Source: an optimization exercise on an open RTL-to-GDS flow (aim: small area, a short achievable clock period and few clock cycles per item). Production flows keep margins and buffers that such runs may drop. The RTL was checked by simulation tests, not by an equivalence proof against the original design. Power is estimated from default activity; no workload was simulated.

Setup of rev 12:
==> flow/design.v (excerpt) <==
module RFILE(clk, rst, A_x, A_y, B_x, B_y, C_x, C_y, rssiA, rssiB, rssiC,
             valueA, valueB, valueC, expA, expB, expC, busy, out_valid, xt, yt);
For scale: ~5000 cells after synthesis, ~240 flip-flops, about 210 I/O pins, roughly 38000 µm² of cells after synthesis.
Settings: LEC_CHECK=0, ABC_AREA=1, CAP_MARGIN=20, CORE_MARGIN=2, CORE_UTILIZATION=40, SLEW_MARGIN=20; clock period 115.0 ns.
standard.sh (not shown) runs the stock make flow with config.mk's settings and CLKGATE_MAP_FILE= SYNTH_SCRIPT=/design/flow/synth_recipe.tcl, a recipe that flattens the netlist after the stock synthesis.
==> flow/flow/run.sh <==
#!/bin/bash
# Standard layout (the standard.sh) with two changes:
#  - synthesis script flow/syn.tcl (the standard flow's script with Yosys synth -noabc and
#    the final ABC mapping done by flow/abc_map.script),
#  - port buffers are sky130_fd_sc_hd__buf_1 (every port still gets one).
set -euo pipefail
HERE=$(pwd)
export FLOW_ABC_SCRIPT=$HERE/flow/abc_map.script
sed -e "s#SYNTH_SCRIPT=[^ ]*#SYNTH_SCRIPT=$HERE/flow/syn.tcl#" \
    -e "s#make -C #make BUFFER_PORTS_ARGS='-buffer_cell sky130_fd_sc_hd__buf_1' -C #" \
    standard.sh > flow_standard.sh
grep -q "flow/syn.tcl" flow_standard.sh
grep -q "BUFFER_PORTS_ARGS" flow_standard.sh
bash flow_standard.sh finish > make.log 2>&1
==> flow/flow/abc_map.script <==
strash
dch -f
map -D 18000
topo
stime -c
buffer -c
upsize -c
dnsize -c
==> flow/flow/syn.tcl <==
# The standard flow's synthesis script (synth_recipe.tcl) with two changes to the
# combinational mapping only; registers are unchanged:
#  - Yosys's generic synth runs without its early "abc -fast" pass (-noabc).
#    That pass rewrites XOR/majority logic so that extract_fa builds full
#    adders with inverted pins and leaves inverters between them.
#  - The final ABC mapping uses flow/abc_map.script (delay-targeted mapping
#    with area recovery, then the usual buffering and sizing) in place of the
#    ORFS script, whose delay target of 115 ps makes it map for speed only.
proc synth {args} { yosys synth -nofsm -noshare -noabc {*}$args }
proc abc {args} {
  set i [lsearch -exact $args -script]
  if {$i >= 0 && [info exists ::env(FLOW_ABC_SCRIPT)]} {
    lset args [expr {$i + 1}] $::env(FLOW_ABC_SCRIPT)
  }
  puts "abc mapping script: [lindex $args [expr {$i + 1}]]"
  yosys abc {*}$args
}
source $::env(SCRIPTS_DIR)/synth.tcl
# left out here: clear keep_hierarchy, flatten, clean up, hide names made inside functions, write 1_2_yosys.v
Testbench counts of rev 12, summed over its fixed seeds: cycles 4,835, items 512.
Input changes introduced in rev 13 (baseline for comparison: rev 12):
--- a/flow/design.v
+++ b/flow/design.v
@@ -677,24 +677,25 @@
 wire [15:0] sq_sum = {sq_407, sq_405, sq_403, sq_401, sq_399, sq_397, sq_395, sq_393, sq_391, sq_389, sq_387, sq_385, sq_383, sq_381, sq_379, sq_377};
 wire [15:0] w = sq_sum;
 always @(posedge clk) begin
     {cx, cy} <= ph[3] ? {A_x, A_y} : ph[4] ? {B_x, B_y} : {C_x, C_y};
 end
 reg  [15:0] c0, c1;
+wire [15:0] cw = (ph[5] ? c0 : c1) - w;    
 always @(posedge clk) begin
     if (ph[0]) c0 <= {A_x, B_x};
     else if (ph[4]) c0 <= w;
-    else c0 <= c0 - w;
-    if (ph[0]) c1 <= {C_x, A_y};
+    else c0 <= cw;
+    if (ph[0]) c1 <= {A_y, B_y};
     else if (ph[5]) c1 <= w;
-    else c1 <= c1 - w;
+    else c1 <= cw;
 end
 wire signed [8:0] x0 = {1'b0, c0[7:0]} - {1'b0, c0[15:8]};
-wire signed [8:0] nx1 = {1'b0, c0[7:0]} - {1'b0, c1[15:8]};    
-wire signed [8:0] ny0 = {1'b0, c1[7:0]} - {1'b0, g[15:8]};     
-wire signed [8:0] y1 = {1'b0, g[7:0]} - {1'b0, g[15:8]};
+wire signed [8:0] nx1 = {1'b0, c0[7:0]} - {1'b0, cx};          
+wire signed [8:0] ny0 = {1'b0, c1[15:8]} - {1'b0, c1[7:0]};    
+wire signed [8:0] y1 = {1'b0, cy} - {1'b0, c1[7:0]};
 wire [15:0] ma = ph[6] ? c0 : first ? c1 : ph[2] ? {{7{fx[17]}}, fx[17:9]} : {{7{fx[8]}}, fx[8:0]};
 wire [8:0]  mpx = ph[2] ? fy[17:9] : ph[3] ? fy[8:0] : ph[6] ? fx[17:9] : fx[8:0];
 wire [8:0]  mpy = ph[6] ? fy[8:0] : fy[17:9];
 wire        mcx = ph[3];
 wire [24:0] madx = ph[3] ? ~{{6{rx[18]}}, rx} : first ? {rx[18], rx, fx[17:13]} : 25'd0;
 wire [24:0] mady = first ? {ry[18], ry, fy[4:0]} : 25'd0;
@@ -1541,14 +1542,13 @@
 reg         sgnd;
 wire [17:0] dl = mxo[17:0];        
 wire [16:0] adl = dl[17] ? 17'd0 - dl[16:0] : dl[16:0];
 wire gb17 = g[17], gb16 = ~g[17] & g[16], gb15 = ~g[17] & ~g[16] & g[15], gb14 = ~g[17] & ~g[16] & ~g[15];
 wire [18:0] negg = 19'd0 - {1'b0, g};
 always @(posedge clk) begin
-    if (ph[0]) g <= {2'b00, B_y, C_y};
-    else if (ph[3]) begin
+    if (ph[3]) begin
         sgnd <= ~dl[17];
         g <= {adl, 1'b0};
         k <= 3'd0;
         knz <= 1'b0;
     end else if (ph[4] | ph[5] | ph[6]) begin
         if (g[17:10] == 8'd0) begin g <= {g[9:0], 8'd0}; k <= k + 3'd2; knz <= 1'b1; end
==> comparison <==
Changes observed in rev 13 relative to rev 12: core utilization -0.36 points, area after synthesis decreased by 1.9% relative to the old numbers.
Higher vertical die dimension among rev 12 and rev 13: rev 12
Cell area power density (rev 13 over rev 12): decrease, about 13%
Rev 13 vs rev 12 — count of multi-input gates dropped slightly
Any difference in sequential power between rev 12 and rev 13 is small enough to ignore.
The higher share of layout cells above drive strength 1 of rev 12 and rev 13 is in rev 12.
Sequential fraction of total cell area for rev 13 is higher than for rev 12.
Rev 13 — total global-route track usage 0.58 points lower, rev 12 as reference
Rev 13 finished every step from synthesis to the final layout, and the layout passed the timing, design-rule and antenna checks.
Testbench counts of rev 13, summed over its fixed seeds: cycles 4,835, items 512.

[static timing again, ports no longer ideal]
How much do the figures lean on ideal ports? The routed layouts below were timed once more, with nothing changed but the port constraints.
Step 1 sets driving cells, clkbuf_16 on the clock port and buf_2 on the other inputs (assumed; they add their load-dependent delay and slew).
Step 2 also shifts input and output timing later by t, the mid clock arrival at the registers, as if the neighbouring blocks saw the same clock.
a / b / c = ideal ports / drivers / drivers and shift; a / b = the first two.
run	t (ns)	setup slack, ns	worst hold slack (ns)	clock arrival spread, ns	slew at the worst register clock pin (ns)
rev 12	0.613	90.916 / 90.848 / 90.821	0.495 / 0.495 / 0.495	0.023 / 0.024	0.06 / 0.06
rev 13	0.667	90.801 / 90.738 / 90.997	0.490 / 0.490 / 0.490	0.015 / 0.015	0.07 / 0.07
After both steps setup and hold are still met in every run listed. The setup slack of rev 12, which loses most, moves by -0.068 ns with the drivers and by -0.095 ns with both steps.
